Background: an optimization exercise with open tools, aiming at small area and a short achievable clock period. Do not read the settings as production practice.
The RTL was checked by simulation tests, not by an equivalence proof against the original design.
Power and IR drop assume default switching activity.

==> module LegLiteSystem, before the edit <==
module LegLiteSystem(
     output logic [15:0] iaddr,       
     output logic [15:0] alu_out,     
     output logic [6:0]  io_display,  
     input  logic        clock,
     input  logic        reset,       
     input  logic [15:0] idata,       
     input  logic        io_sw0,
     input  logic        io_sw1
     );
wire [3:0]  op   = idata[15:12];
wire [2:0]  rm   = idata[11:9];
wire [2:0]  rn   = idata[5:3];
wire [2:0]  rd   = idata[2:0];
wire [15:0] simm = {{10{idata[11]}}, idata[11:6]};
wire is_add  = (op == 4'd0);
wire is_ld   = (op == 4'd5);
wire is_st   = (op == 4'd6);
wire is_cbz  = (op == 4'd7);
wire is_addi = (op == 4'd8);
wire is_andi = (op == 4'd9);
logic [15:0] rf [0:6];
logic [6:0] sa, sb, ss;
Dec3 u_deca(.a(rn), .y(sa));
DecB u_decb(.a(rm), .op(op), .y(sb));
Dec3 u_decs(.a(rd), .y(ss));
logic [15:0] xa, xb, xs;
wire use_imm = op[3] | (op[1] ^ op[0]);
wire [15:0] opc = simm & {16{use_imm}};
for (genvar j = 0; j < 16; j++) begin : g_rdp
     logic [6:0] col;
     for (genvar k = 0; k < 7; k++) begin : g_c
          assign col[k] = rf[k][j];
     end
     Rd7 u_ra(.sel(sa), .d(col), .y(xa[j]));
     Rd7B u_rb(.sel(sb), .d(col), .c(opc[j]), .y(xb[j]));
     Rd7 u_rs(.sel(ss), .d(col), .y(xs[j]));
end
wire [15:0] sum;
Alu16 u_alu(.a(xa), .b(xb), .andi(op[3] & op[0]), .s(sum));
assign alu_out = sum;
logic [15:0] mem [0:127];
wire [8:0] alo;
Add8 u_aadd(.a(xa[7:0]), .b(simm[7:0]), .s(alo));
wire [7:0] ahi = xa[15:8];
wire hi0  = (ahi == 8'h00);
wire hi1  = (ahi == 8'h01);
wire hiff = (ahi == 8'hff);
wire in_mem = simm[15] ? (alo[8] ? hi0 : hi1) : (alo[8] ? hiff : hi0);
wire is_sw  = (sum == 16'hfff0);    
wire is_dsp = (sum == 16'hfffa);
logic [7:0]  wlo;
logic [31:0] whi;
SumDec u_sdec(.a(xa[7:0]), .b(simm[7:0]), .lo(wlo), .hi(whi));
logic [127:0] wsel;
always_comb
     for (int k = 0; k < 128; k++) wsel[k] = wlo[k % 8] && whi[k / 4];
logic [15:0] mrd;
for (genvar j = 0; j < 16; j++) begin : g_rd
     logic [127:0] col;
     for (genvar k = 0; k < 128; k++) begin : g_col
          assign col[k] = mem[k][j];
     end
     MemReadBit u_rd(.d(col), .sel(wsel), .y(mrd[j]));
end
wire mem_we = is_st && in_mem;
always_ff @(posedge clock)
     for (int k = 0; k < 128; k++)
          if (mem_we && wsel[k]) mem[k] <= xs;
always_ff @(posedge clock)
     if (is_st && is_dsp) io_display <= xs[6:0];
wire rf_we = (is_add || is_ld || is_addi || is_andi) && (rd != 3'd7);
wire ld_mem = op[2] && in_mem;
wire [15:0] wrest = op[2] ? ((is_sw && !in_mem) ? {14'd0, io_sw1, io_sw0} : 16'd0) : alu_out;
logic [15:0] wdata;
for (genvar j = 0; j < 16; j++) begin : g_wb
     Ao21 u_wb(.a(mrd[j]), .b(ld_mem), .c(wrest[j]), .y(wdata[j]));
end
always_ff @(posedge clock)
     if (rf_we) rf[rd] <= wdata;
logic [15:1] pc;
wire take = is_cbz && (xa == 16'd0);
always_ff @(posedge clock)
     if (reset) pc <= 15'd0;
     else pc <= pc + (take ? simm[14:0] : 15'd1);
assign iaddr = {pc, 1'b0};
endmodule
==> module Alu16, before the edit <==
module Alu16(
     input  logic [15:0] a,
     input  logic [15:0] b,
     input  logic        andi,
     output logic [15:0] s
     );
wire andin = ~andi;
logic [15:0] gn0, tn0, x0;
for (genvar i = 0; i < 16; i++) begin : g_in
     Nand3 u_g(.a(a[i]), .b(b[i]), .c(andin), .y(gn0[i]));
     Nor2 u_t(.a(a[i]), .b(b[i]), .y(tn0[i]));
     AluX u_x(.a(a[i]), .b(b[i]), .andi(andi), .x(x0[i]));
end
logic [15:0] g1, t1, g2n, t2n, g3, t3, g4n;
for (genvar i = 0; i < 16; i++) begin : g_l1
     if (i >= 1) begin : g_op
          Oai21 u_g(.a(tn0[i]), .b(gn0[i-1]), .c(gn0[i]), .y(g1[i]));
          Nor2 u_t(.a(tn0[i]), .b(tn0[i-1]), .y(t1[i]));
     end else begin : g_pass
          Inv u_g(.a(gn0[i]), .y(g1[i]));
          Inv u_t(.a(tn0[i]), .y(t1[i]));
     end
end
for (genvar i = 0; i < 16; i++) begin : g_l2
     if (i >= 2) begin : g_op
          Aoi21 u_g(.a(t1[i]), .b(g1[i-2]), .c(g1[i]), .y(g2n[i]));
          Nand2 u_t(.a(t1[i]), .b(t1[i-2]), .y(t2n[i]));
     end else begin : g_pass
          Inv u_g(.a(g1[i]), .y(g2n[i]));
          Inv u_t(.a(t1[i]), .y(t2n[i]));
     end
end
for (genvar i = 0; i < 16; i++) begin : g_l3
     if (i >= 4) begin : g_op
          Oai21 u_g(.a(t2n[i]), .b(g2n[i-4]), .c(g2n[i]), .y(g3[i]));
          Nor2 u_t(.a(t2n[i]), .b(t2n[i-4]), .y(t3[i]));
     end else begin : g_pass
          Inv u_g(.a(g2n[i]), .y(g3[i]));
          Inv u_t(.a(t2n[i]), .y(t3[i]));
     end
end
for (genvar i = 8; i < 16; i++) begin : g_l4
     Aoi21 u_g(.a(t3[i]), .b(g3[i-8]), .c(g3[i]), .y(g4n[i]));
end
assign g4n[7:0] = 8'd0;    
assign s[0] = x0[0];
assign s[1] = ~(x0[1] ^ gn0[0]);
assign s[2] = x0[2] ^ g1[1];
assign s[3] = ~(x0[3] ^ g2n[2]);
assign s[4] = ~(x0[4] ^ g2n[3]);
for (genvar i = 5; i <= 8; i++) begin : g_s3
     assign s[i] = x0[i] ^ g3[i-1];
end
for (genvar i = 9; i <= 15; i++) begin : g_s4
     assign s[i] = ~(x0[i] ^ g4n[i-1]);
end
endmodule
==> module Rd7B, before the edit <==
module Rd7B(
     input  logic [6:0] sel,
     input  logic [6:0] d,
     input  logic       c,
     output logic       y
     );
assign y = |(sel & d) | c;
endmodule
==> module Rd7, before the edit <==
module Rd7(
     input  logic [6:0] sel,
     input  logic [6:0] d,
     output logic       y
     );
assign y = |(sel & d);
endmodule
clock: 10.0 ns
lec_check: 0
cap_margin: 10
core_margin: 2
core_utilization: 55
cts_buf_list: sky130_fd_sc_hd__clkbuf_8
cts_cluster_diameter: 50
cts_cluster_size: 14
place_density: 0.72
setup_slack_margin: 4.0
slew_margin: 10
synth_hierarchical: 1
tns_end_percent: 5
run.sh (not shown) runs the stock make flow with config.mk's settings and CLKGATE_MAP_FILE= SYNTH_SCRIPT=/design/flow/synth_recipe.tcl, a recipe that flattens the netlist after the stock synthesis.
Next try:
--- a/flow/design.v
+++ b/flow/design.v
@@ -35,11 +35,10 @@
      Rd7 u_ra(.sel(sa), .d(col), .y(xa[j]));
      Rd7B u_rb(.sel(sb), .d(col), .c(opc[j]), .y(xb[j]));
      Rd7 u_rs(.sel(ss), .d(col), .y(xs[j]));
 end
-wire [15:0] sum;
-Alu16 u_alu(.a(xa), .b(xb), .andi(op[3] & op[0]), .s(sum));
-assign alu_out = sum;
+wire [15:0] sum;     
+Alu16 u_alu(.a(xa), .b(xb), .andi(op[3] & op[0]), .s(alu_out), .si(sum));
 logic [15:0] mem [0:127];
 wire [8:0] alo;
 Add8 u_aadd(.a(xa[7:0]), .b(simm[7:0]), .s(alo));
 wire [7:0] ahi = xa[15:8];
@@ -70,9 +69,9 @@
 always_ff @(posedge clock)
      if (is_st && is_dsp) io_display <= xs[6:0];
 wire rf_we = (is_add || is_ld || is_addi || is_andi) && (rd != 3'd7);
 wire ld_mem = op[2] && in_mem;
-wire [15:0] wrest = op[2] ? ((is_sw && !in_mem) ? {14'd0, io_sw1, io_sw0} : 16'd0) : alu_out;
+wire [15:0] wrest = op[2] ? ((is_sw && !in_mem) ? {14'd0, io_sw1, io_sw0} : 16'd0) : sum;
 logic [15:0] wdata;
 for (genvar j = 0; j < 16; j++) begin : g_wb
      Ao21 u_wb(.a(mrd[j]), .b(ld_mem), .c(wrest[j]), .y(wdata[j]));
 end
@@ -149,9 +148,10 @@
 module Alu16(
      input  logic [15:0] a,
      input  logic [15:0] b,
      input  logic        andi,
-     output logic [15:0] s
+     output logic [15:0] s,
+     output logic [15:0] si    
      );
 wire andin = ~andi;
 logic [15:0] gn0, tn0, x0;
 for (genvar i = 0; i < 16; i++) begin : g_in
@@ -190,18 +190,27 @@
 for (genvar i = 8; i < 16; i++) begin : g_l4
      Aoi21 u_g(.a(t3[i]), .b(g3[i-8]), .c(g3[i]), .y(g4n[i]));
 end
 assign g4n[7:0] = 8'd0;    
-assign s[0] = x0[0];
-assign s[1] = ~(x0[1] ^ gn0[0]);
-assign s[2] = x0[2] ^ g1[1];
-assign s[3] = ~(x0[3] ^ g2n[2]);
-assign s[4] = ~(x0[4] ^ g2n[3]);
-for (genvar i = 5; i <= 8; i++) begin : g_s3
-     assign s[i] = x0[i] ^ g3[i-1];
-end
-for (genvar i = 9; i <= 15; i++) begin : g_s4
-     assign s[i] = ~(x0[i] ^ g4n[i-1]);
+logic [15:0] cc;    
+assign cc[0] = 1'b0;
+assign cc[1] = gn0[0];
+assign cc[2] = g1[1];
+assign cc[3] = g2n[2];
+assign cc[4] = g2n[3];
+assign cc[8:5] = g3[7:4];
+assign cc[15:9] = g4n[14:8];
+for (genvar i = 0; i < 16; i++) begin : g_sum
+     if (i == 0) begin : g_b0
+          assign s[i] = x0[i];
+          assign si[i] = x0[i];
+     end else if (i == 1 || i == 3 || i == 4 || i >= 9) begin : g_inv
+          Xnor2 u_s(.a(x0[i]), .b(cc[i]), .y(s[i]));
+          Xnor2 u_si(.a(x0[i]), .b(cc[i]), .y(si[i]));
+     end else begin : g_true
+          Xor2 u_s(.a(x0[i]), .b(cc[i]), .y(s[i]));
+          Xor2 u_si(.a(x0[i]), .b(cc[i]), .y(si[i]));
+     end
 end
 endmodule
 module AluX(
      input  logic a, b, andi,
@@ -250,8 +259,14 @@
      Nand3 u_d(.a(k[0] ? a[0] : an[0]), .b(k[1] ? a[1] : an[1]), .c(k[2] ? a[2] : an[2]), .y(dn));
      Nor2b u_y(.a(dn), .bn(isadd), .y(y[k]));
 end
 endmodule
+module Xor2(input logic a, b, output logic y);
+assign y = a ^ b;
+endmodule
+module Xnor2(input logic a, b, output logic y);
+assign y = ~(a ^ b);
+endmodule
 module Nor2b(input logic a, bn, output logic y);
 assign y = ~(a | ~bn);
 endmodule
 module Nor3(input logic a, b, c, output logic y);
@@ -265,16 +280,24 @@
      input  logic [6:0] d,
      input  logic       c,
      output logic       y
      );
-assign y = |(sel & d) | c;
+logic t0, t1, t2;    
+Aoi222 u_t0(.a0(d[0]), .b0(sel[0]), .a1(d[1]), .b1(sel[1]), .a2(d[2]), .b2(sel[2]), .y(t0));
+Aoi222 u_t1(.a0(d[3]), .b0(sel[3]), .a1(d[4]), .b1(sel[4]), .a2(d[5]), .b2(sel[5]), .y(t1));
+Aoi21 u_t2(.a(d[6]), .b(sel[6]), .c(c), .y(t2));
+Nand3 u_y(.a(t0), .b(t1), .c(t2), .y(y));
 endmodule
 module Rd7(
      input  logic [6:0] sel,
      input  logic [6:0] d,
      output logic       y
      );
-assign y = |(sel & d);
+logic t0, t1, t2;    
+Aoi222 u_t0(.a0(d[0]), .b0(sel[0]), .a1(d[1]), .b1(sel[1]), .a2(d[2]), .b2(sel[2]), .y(t0));
+Aoi222 u_t1(.a0(d[3]), .b0(sel[3]), .a1(d[4]), .b1(sel[4]), .a2(d[5]), .b2(sel[5]), .y(t1));
+Nand2 u_t2(.a(d[6]), .b(sel[6]), .y(t2));
+Nand3 u_y(.a(t0), .b(t1), .c(t2), .y(y));
 endmodule
 module Add8(
      input  logic [7:0] a,
      input  logic [7:0] b,
What happened: Die area hardly moves; clock-buffer cell count falls by 3; sequential power barely changes; routed wire length falls slightly; non-clock buffer count falls by 2; final area falls slightly; maximum frequency is about the same; hold slack is worse by 0.012 ns; clock skew falls by 0.035 ns; flip-flop and latch count stays the same; setup slack is worse by 0.017 ns.

==> static timing again, ports no longer ideal <==
No port has a modelled driver above. Below, the same layouts with a new extraction and two added sets of constraints.
Step 1: set_driving_cell puts a clkbuf_16 on clock and a buf_2 on each other input, an assumption about the parent block.
Step 2 also shifts input and output timing later by t, the mid clock arrival at the registers, as if the neighbouring blocks saw the same clock.
Three values: no drivers, after step 1, after step 2; two values: the first two.
run | shift t [ns] | slack for setup (ns) | slew at the worst register clock pin (ns) | worst slew at a driven data input, ns
the first run | 1.037 | 3.494 / 3.462 / 2.609 | 0.10 / 0.10 | 0.05
the second run | 1.003 | 3.476 / 3.402 / 2.496 | 0.10 / 0.10 | 0.15
After both steps every run listed still meets setup and hold. The setup slack of the second run, which loses most, moves by -0.074 ns with the drivers and by -0.980 ns with both steps.
